From an optimization exercise on the open Yosys and OpenROAD flow, aimed at small area; shortcuts taken in it are not production practice. Only simulation tests tie the RTL to the original design; equivalence was not proved. Power figures rest on the tool's default switching activity, not on a simulated workload.

Setup of build 84:
// flash_bus
module flash_bus #(
	parameter NUM_OF_CHIPS 			= 4,
	parameter CMD_FIFO_DATA_WIDTH 	= 72,
	parameter WR_FIFO_DATA_WIDTH 	= 128,
	parameter RD_FIFO_DATA_WIDTH 	= 136,
	parameter RSLT_FIFO_DATA_WIDTH 	= 26,
	parameter PERIOD 				= 8,
	parameter PAGE_SIZE_WIDTH		= 15
 )
 (
	input 	i_clk,
	input 	i_rst,
        output o_top_bus_active,
        input i_recording_en,
        input i_disp_cmd_req,
        output o_disp_cmd_ack,
        input [CMD_FIFO_DATA_WIDTH-1:0] i_disp_cmd_data,
        output o_disp_rsp_req,
        input i_disp_rsp_ack,
        input i_disp_rsp_listening,
        output [RSLT_FIFO_DATA_WIDTH-1:0] o_disp_rsp_data,
        output [NUM_OF_CHIPS-1:0] o_disp_chip_active,
        output o_disp_wr_buffer_rsvd,
        output o_disp_rd_buffer_rsvd,
        input [15:0] i_adc_sample_fifo_data,
        input        i_adc_sample_fifo_almost_empty,
        input        i_adc_sample_fifo_empty,
        output       o_adc_sample_fifo_re,
        input        i_adc_sample_fifo_valid,
        output [12:0] o_wr_buffer_addr,
        input  [15:0] i_wr_buffer_data,
        output [12:0] o_rd_buffer_addr,
        output [15:0] o_rd_buffer_data,
        output        o_rd_buffer_we,
	output	[0:31]						o_cyclecount_sum,
	input								i_cyclecount_reset,
	input	[0:7]						i_cyclecount_start,
	input	[0:7]						i_cyclecount_end,
        output o_adc_master_record,
	input 	[7:0] 						i_bus_data,
	output 	[7:0]	 					o_bus_data,
	output		 						o_bus_data_tri_n,
	output 								o_bus_we_n,
	output 								o_bus_re_n,
	output [NUM_OF_CHIPS-1:0] 					o_bus_ces_n,
	output 								o_bus_cle,
	output 								o_bus_ale,
        output [NUM_OF_CHIPS-1:0] o_chip_exists
 );
Size: roughly 2200 cells after synthesis, about 660 flip-flops, ~270 I/O pins, about 0.029 sq mm of cells after synthesis.
export LEC_CHECK = 0
export CAP_MARGIN = 20
export CORE_MARGIN = 2
export CORE_UTILIZATION = 65
export PLACE_DENSITY = 0.75
export SETUP_SLACK_MARGIN = 0.2
export SLEW_MARGIN = 20
create_clock -name core_clock -period 8.0 [get_ports {i_clk}]
standard.sh (not shown) runs the stock make flow with config.mk's settings and CLKGATE_MAP_FILE= SYNTH_SCRIPT=/design/flow/synth_recipe.tcl, a recipe that flattens the netlist after the stock synthesis.
==> flow/flow/run.sh <==
#!/bin/bash
# Layout flow: the standard flow (standard synthesis netlist structure and
# registers, floorplan, power grid, placement, CTS, routing) with changes that
# only affect how the combinational logic is mapped and buffered:
#  - ABC maps the combinational logic with an area-oriented script
#    (flow/abc_area.script) instead of ORFS's delay-oriented one; the
#    registers Yosys creates are the same;
#  - the input and output ports get sky130_fd_sc_hd__buf_1 port buffers
#    instead of the default clkdlybuf4s50_1;
#  - clock tree synthesis uses smaller clock buffers and no dummy loads.
# The full make output goes to flow_make.log in the work folder; each ORFS step
# also keeps its own log under orfs/logs/.
set -euo pipefail
WORK=$(pwd)
SCRIPTS="$WORK/orfs_scripts"
rm -rf "$SCRIPTS"
cp -r "$FLOW_HOME/scripts" "$SCRIPTS"
if [[ -f flow/abc_area.script ]]; then
  cp flow/abc_area.script "$SCRIPTS/abc_speed.script"
fi
bash standard.sh \
  "SCRIPTS_DIR=$SCRIPTS" \
  "BUFFER_PORTS_ARGS=-buffer_cell sky130_fd_sc_hd__buf_1" \
  "CTS_ARGS=-sink_clustering_enable -repair_clock_nets -dont_use_dummy_load -sink_clustering_size 10 -sink_clustering_max_diameter 40 -buf_list sky130_fd_sc_hd__clkbuf_4" \
  finish > flow_make.log 2>&1
==> flow/flow/abc_area.script <==
strash
&get -n
&deepsyn -J 30 -T 300
&dch -f
&nf -p
&put
For build 27, these inputs were changed with respect to build 84:
Settings: SETUP_SLACK_MARGIN now 0.4, was 0.2.
diff --git a/flow/flow/run.sh b/flow/flow/run.sh
--- a/flow/flow/run.sh
+++ b/flow/flow/run.sh
@@ -24 +24 @@
-  "CTS_ARGS=-sink_clustering_enable -repair_clock_nets -dont_use_dummy_load -sink_clustering_size 10 -sink_clustering_max_diameter 40 -buf_list sky130_fd_sc_hd__clkbuf_4" \
+  "CTS_ARGS=-sink_clustering_enable -repair_clock_nets -dont_use_dummy_load -sink_clustering_size 14 -sink_clustering_max_diameter 60 -buf_list sky130_fd_sc_hd__clkbuf_8" \
==> flow/flow/abc_area.script <==
strash
&get -n
&deepsyn -J 30 -T 300
&put
dch -f
amap
### Flow results
- In build 27 the critical path depth turned out 33% higher than in build 84.
- Build 84 consumes less power than build 27.
- Taking build 84 as the reference, in build 27 clock skew fell 13 ps, worst hold slack fell 9.5 ps, HPWL after detailed placement climbed 1300 um.
Modified inputs, build 75 compared to build 27
Settings: SETUP_SLACK_MARGIN changed from 0.4 to 0.2.
diff --git a/flow/flow/run.sh b/flow/flow/run.sh
--- a/flow/flow/run.sh
+++ b/flow/flow/run.sh
@@ -24 +24 @@
-  "CTS_ARGS=-sink_clustering_enable -repair_clock_nets -dont_use_dummy_load -sink_clustering_size 14 -sink_clustering_max_diameter 60 -buf_list sky130_fd_sc_hd__clkbuf_8" \
+  "CTS_ARGS=-sink_clustering_enable -repair_clock_nets -dont_use_dummy_load -sink_clustering_size 16 -sink_clustering_max_diameter 60 -buf_list sky130_fd_sc_hd__clkbuf_8" \
==> flow/flow/abc_area.script <==
strash
&get -n
&deepsyn -J 30 -T 300
&dch -f
&nf -p
&put
[summary]
- Build 75 against build 27: routed length per instance -0.41 um; wire length shows a reduction of 1900 um.
- Comparing build 75 and build 27, synthesis-to-layout area growth is higher on build 27.
- Number of cells after detailed placement of build 75 is on par with build 27.
- Multi-input combinational cell area: build 75 and build 27 compared, lower one is build 27
- Sort build 75 and build 27 by via count, descending, and build 27 comes first.
- Count of clock-buffer cells in the layout delta for build 75 relative to build 27: about 11% lower
- Of build 75 and build 27, build 75 shows the lower number of standard cells in the layout, taps in and fillers out, with build 27 above it.
- Total number of cells along the worst setup path: build 75 < build 27
- Taking build 27 as the reference, in build 75 length of routed met3 wiring shows an increase of 9.8%, worst-case setup margin in the final layout shows an increase of 370 ps.
Modified inputs, build 77 compared to build 75
diff --git a/flow/flow/run.sh b/flow/flow/run.sh
--- a/flow/flow/run.sh
+++ b/flow/flow/run.sh
@@ -24 +24 @@
-  "CTS_ARGS=-sink_clustering_enable -repair_clock_nets -dont_use_dummy_load -sink_clustering_size 16 -sink_clustering_max_diameter 60 -buf_list sky130_fd_sc_hd__clkbuf_8" \
+  "CTS_ARGS=-sink_clustering_enable -repair_clock_nets -dont_use_dummy_load -sink_clustering_size 14 -sink_clustering_max_diameter 60 -buf_list sky130_fd_sc_hd__clkbuf_8" \
Notes after the runs:
Build 75 and build 77 ended up with roughly the same cell count. Build 77 did not stop at any stage, and its layout met the timing, design-rule and antenna checks. From build 75 to build 77 the numbers moved as follows: number of failing setup endpoints in the final timing report about even; adder-cell share of the synthesized area essentially unchanged; wire length shows an increase of about 0.4%; worst-case clock skew closely matched the old numbers. On worst voltage drop across the vdd grid, build 75 loses to build 77.

========
Another version of the RTL of flash_bus (not shown whole).
Size in the first run: about 660 flip-flops, roughly 270 I/O pins, about 29000 µm² of cells after synthesis.
clock: 8.0 ns
lec_check: 0
cap_margin: 20
core_margin: 2
core_utilization: 40
setup_slack_margin: 0.3
slew_margin: 20
==> flow/flow/run.sh <==
#!/bin/bash
# Layout flow: the standard flow (standard synthesis netlist structure and
# registers, floorplan, power grid, placement, CTS, routing) with changes that
# only affect how the combinational logic is mapped and buffered:
#  - ABC maps the combinational logic with an area-oriented script
#    (flow/abc_area.script) instead of ORFS's delay-oriented one; the
#    registers Yosys creates are the same;
#  - the input and output ports get sky130_fd_sc_hd__buf_1 port buffers
#    instead of the default clkdlybuf4s50_1;
#  - clock tree synthesis uses smaller clock buffers and no dummy loads.
# The full make output goes to flow_make.log in the work folder; each ORFS step
# also keeps its own log under orfs/logs/.
set -euo pipefail
WORK=$(pwd)
SCRIPTS="$WORK/orfs_scripts"
rm -rf "$SCRIPTS"
cp -r "$FLOW_HOME/scripts" "$SCRIPTS"
if [[ -f flow/abc_area.script ]]; then
  cp flow/abc_area.script "$SCRIPTS/abc_speed.script"
fi
bash standard.sh \
  "SCRIPTS_DIR=$SCRIPTS" \
  "BUFFER_PORTS_ARGS=-buffer_cell sky130_fd_sc_hd__buf_1" \
  "CTS_ARGS=-sink_clustering_enable -repair_clock_nets -dont_use_dummy_load -sink_clustering_size 28 -sink_clustering_max_diameter 70 -buf_list sky130_fd_sc_hd__clkbuf_16" \
  finish > flow_make.log 2>&1
==> flow/flow/abc_area.script <==
strash
dc2
dch -f
amap
strash
dc2
dch -f
amap
topo
dnsize -c
Rerun with:
--- a/flow/flow/run.sh
+++ b/flow/flow/run.sh
@@ -24 +24 @@
-  "CTS_ARGS=-sink_clustering_enable -repair_clock_nets -dont_use_dummy_load -sink_clustering_size 28 -sink_clustering_max_diameter 70 -buf_list sky130_fd_sc_hd__clkbuf_16" \
+  "CTS_ARGS=-sink_clustering_enable -repair_clock_nets -dont_use_dummy_load -sink_clustering_size 16 -sink_clustering_max_diameter 50 -buf_list sky130_fd_sc_hd__clkbuf_8" \
==> flow/flow/abc_area.script (replaced) <==
strash
&get -n
&deepsyn -T 20
&put
dch -f
amap
Settings changed: SETUP_SLACK_MARGIN 0.3 to default.
After rerunning: The changed run ran to the end with no violations; sequential share of layout area increases by 1.2 points; via count came out lower by 1.9%; clock-buffer cell count went up by 35; sequential cell count is unchanged; setup slack is worse by 0.044 ns; synthesized cell count decreases by 2.8%; wire length decreases by 2.5%; die area fell by 0.53%; cell count goes down by 2.0%; area after synthesis decreases by 0.54%; fmax is lower by 0.58%.

========
flash_bus with an RTL version that a note above also has.
Size in the first run: about 2200 cells after synthesis, roughly 660 flip-flops.
==> flow/config.mk <==
export PLATFORM = sky130hd
export DESIGN_NAME = flash_bus
export DESIGN_NICKNAME = flash_bus
export VERILOG_FILES = /design/flow/design.v
export SDC_FILE = /design/flow/constraint.sdc
export NUM_CORES = 4
export LEC_CHECK = 0
export CAP_MARGIN = 20
export CORE_MARGIN = 2
export CORE_UTILIZATION = 75
export PLACE_DENSITY = 0.85
export SETUP_SLACK_MARGIN = 0.2
export SLEW_MARGIN = 20
==> flow/constraint.sdc <==
create_clock -name core_clock -period 8.0 [get_ports {i_clk}]
set_input_delay 1.6000 -clock core_clock [delete_from_list [all_inputs] [get_ports {i_clk}]]
set_output_delay 1.6000 -clock core_clock [all_outputs]
set_load 0.01 [all_outputs]
==> flow/flow/run.sh <==
#!/bin/bash
# Layout flow: the standard flow (standard synthesis netlist structure and
# registers, floorplan, power grid, placement, CTS, routing) with changes that
# only affect how the combinational logic is mapped and buffered:
#  - ABC maps the combinational logic with an area-oriented script
#    (flow/abc_area.script) instead of ORFS's delay-oriented one; the
#    registers Yosys creates are the same;
#  - the input and output ports get sky130_fd_sc_hd__buf_1 port buffers
#    instead of the default clkdlybuf4s50_1;
#  - clock tree synthesis uses smaller clock buffers and no dummy loads.
# The full make output goes to flow_make.log in the work folder; each ORFS step
# also keeps its own log under orfs/logs/.
set -euo pipefail
WORK=$(pwd)
SCRIPTS="$WORK/orfs_scripts"
rm -rf "$SCRIPTS"
cp -r "$FLOW_HOME/scripts" "$SCRIPTS"
if [[ -f flow/abc_area.script ]]; then
  cp flow/abc_area.script "$SCRIPTS/abc_speed.script"
fi
bash standard.sh \
  "SCRIPTS_DIR=$SCRIPTS" \
  "BUFFER_PORTS_ARGS=-buffer_cell sky130_fd_sc_hd__buf_1" \
  "CTS_ARGS=-sink_clustering_enable -repair_clock_nets -dont_use_dummy_load -sink_clustering_size 16 -sink_clustering_max_diameter 60 -buf_list sky130_fd_sc_hd__clkbuf_8" \
  finish > flow_make.log 2>&1
==> flow/flow/abc_area.script <==
strash
&get -n
&deepsyn -J 30 -T 300
&dch -f
&nf -p
&put
Then changed:
--- a/flow/flow/run.sh
+++ b/flow/flow/run.sh
@@ -22,4 +22,4 @@
   "SCRIPTS_DIR=$SCRIPTS" \
   "BUFFER_PORTS_ARGS=-buffer_cell sky130_fd_sc_hd__buf_1" \
-  "CTS_ARGS=-sink_clustering_enable -repair_clock_nets -dont_use_dummy_load -sink_clustering_size 16 -sink_clustering_max_diameter 60 -buf_list sky130_fd_sc_hd__clkbuf_8" \
+  "CTS_ARGS=-sink_clustering_enable -repair_clock_nets -dont_use_dummy_load -sink_clustering_size 14 -sink_clustering_max_diameter 60 -buf_list sky130_fd_sc_hd__clkbuf_8" \
   finish > flow_make.log 2>&1
==> flow/flow/abc_area.script (replaced) <==
strash
&get -n
&deepsyn -J 30 -T 300
&dch -f
&nf -p -R 1000
&put
Settings changed: CORE_UTILIZATION 75 to 65, PLACE_DENSITY 0.85 to 0.75.
The changed run completed with no timing, DRC or antenna violations.
Worst setup slack loses 88 ps.
Routed wire length drops by 1.2%.
Flip-flop and latch count stays the same.
Non-clock buffer count went up by 21.
Hold slack gets worse by 25 ps.
Design area climbs by 1.2%.
Power came out higher by 2.3%.
Count of clock-buffer cells in the layout rose by 7.
Core utilization went down by 9.8 points.
Via count decreases by 2.6%.
Then changed:
==> flow/flow/abc_area.script (replaced) <==
strash
&get -n
&deepsyn -J 30 -T 300
&dch -f
&nf -p
&put
Settings changed: SETUP_SLACK_MARGIN 0.2 to 0.4.
The changed run finished with timing, DRC and antenna clean. Routed wire length decreases slightly. Sequential power barely changes. First-iteration DRC count increases by about a fifth. Total power decreases slightly. Worst setup slack improves by 300 ps. Cell area decreases slightly. Area after synthesis barely changes. Clock skew decreases by 5.3 ps. Sequential cell count does not change. Die area hardly moves.

========
flash_bus with an RTL version that a note above also has.
Size in the first run: ~660 flip-flops, roughly 270 I/O pins, roughly 29000 um^2 of cells after synthesis.
Settings: LEC_CHECK=0, CAP_MARGIN=20, CORE_MARGIN=2, CORE_UTILIZATION=55, SETUP_SLACK_MARGIN=0.3, SLEW_MARGIN=20; clock period 8.0 ns.
==> flow/flow/run.sh <==
#!/bin/bash
# Layout flow: the standard flow (standard synthesis netlist structure and
# registers, floorplan, power grid, placement, CTS, routing) with changes that
# only affect how the combinational logic is mapped and buffered:
#  - ABC maps the combinational logic with an area-oriented script
#    (flow/abc_area.script) instead of ORFS's delay-oriented one; the
#    registers Yosys creates are the same;
#  - the input and output ports get sky130_fd_sc_hd__buf_1 port buffers
#    instead of the default clkdlybuf4s50_1;
#  - clock tree synthesis uses smaller clock buffers and no dummy loads.
# The full make output goes to flow_make.log in the work folder; each ORFS step
# also keeps its own log under orfs/logs/.
set -euo pipefail
WORK=$(pwd)
SCRIPTS="$WORK/orfs_scripts"
rm -rf "$SCRIPTS"
cp -r "$FLOW_HOME/scripts" "$SCRIPTS"
if [[ -f flow/abc_area.script ]]; then
  cp flow/abc_area.script "$SCRIPTS/abc_speed.script"
fi
bash standard.sh \
  "SCRIPTS_DIR=$SCRIPTS" \
  "BUFFER_PORTS_ARGS=-buffer_cell sky130_fd_sc_hd__buf_1" \
  "CTS_ARGS=-sink_clustering_enable -repair_clock_nets -dont_use_dummy_load -sink_clustering_size 14 -sink_clustering_max_diameter 60 -buf_list sky130_fd_sc_hd__clkbuf_8" \
  finish > flow_make.log 2>&1
==> flow/flow/abc_area.script <==
strash
dc2
dch -f
amap
strash
dc2
dch -f
amap
topo
dnsize -c
The first run ran to the end with no violations.
==> next run, changes <==
==> flow/flow/abc_area.script (replaced) <==
strash
&get -n
&deepsyn -J 30 -T 300
&put
dch -f
amap
- CORE_UTILIZATION: 55 -> 65
- PLACE_DENSITY: not set -> 0.75
- SETUP_SLACK_MARGIN: 0.3 -> 0.4
Result: Critical path depth goes down by 2; register-to-register slack degrades by 0.11 ns; cell count goes down by 8.0%; power goes up by 82%; routed wire length goes down by 7.1%; utilization goes up by 10 points; clock skew goes down by 0.025 ns; maximum frequency goes down by 1.4%; synthesized cell count goes down by 5.9%; sequential share of layout area goes up by 1.6 points; clock power goes down by about 4%.

port drivers added, routing unchanged:
The results above use ideal ports. As a check the final layouts listed here were re-extracted and re-timed, cells and wires unchanged. Step 1: set_driving_cell puts a clkbuf_16 on i_clk and a buf_2 on each other input, an assumption about the parent block. Step 2 moves the port delays by t, midway between the first and last clock arrival at a register: inputs arrive t later, outputs are due t later. That takes back most of the time a late clock gives input paths. a / b / c = no drivers / after step 1 / after step 2; a / b = the first two.
run | t, ns | setup WS [ns] | hold slack, ns | worst register clock-pin slew, ns
build 84 | 0.865 | 0.699 / 0.699 / 0.699 | 0.338 / 0.338 / 0.338 | 0.11 / 0.11
build 27 | 0.720 | 0.325 / 0.325 / 0.325 | 0.329 / 0.329 / 0.329 | 0.10 / 0.10
build 75 | 0.706 | 0.697 / 0.697 / 0.697 | 0.335 / 0.335 / 0.335 | 0.10 / 0.10
build 77 | 0.715 | 0.761 / 0.761 / 0.761 | 0.335 / 0.335 / 0.335 | 0.10 / 0.10
the first run of note 2 | 0.627 | 0.428 / 0.428 / 0.428 | 0.334 / 0.334 / 0.334 | 0.10 / 0.10
the second run of note 2 | 0.693 | 0.384 / 0.384 / 0.384 | 0.313 / 0.313 / 0.313 | 0.10 / 0.10
the first run of note 3 | 0.695 | 0.539 / 0.539 / 0.539 | 0.335 / 0.335 / 0.335 | 0.10 / 0.10
the second run of note 3 | 0.716 | 0.452 / 0.452 / 0.452 | 0.310 / 0.310 / 0.310 | 0.09 / 0.09
the third run of note 3 | 0.720 | 0.756 / 0.756 / 0.756 | 0.337 / 0.337 / 0.337 | 0.10 / 0.10
the first run of note 4 | 0.709 | 0.310 / 0.310 / 0.310 | 0.332 / 0.332 / 0.332 | 0.10 / 0.10
the second run of note 4 | 0.703 | 0.202 / 0.202 / 0.202 | 0.343 / 0.343 / 0.343 | 0.09 / 0.09
After both steps setup and hold are still met in every run listed.
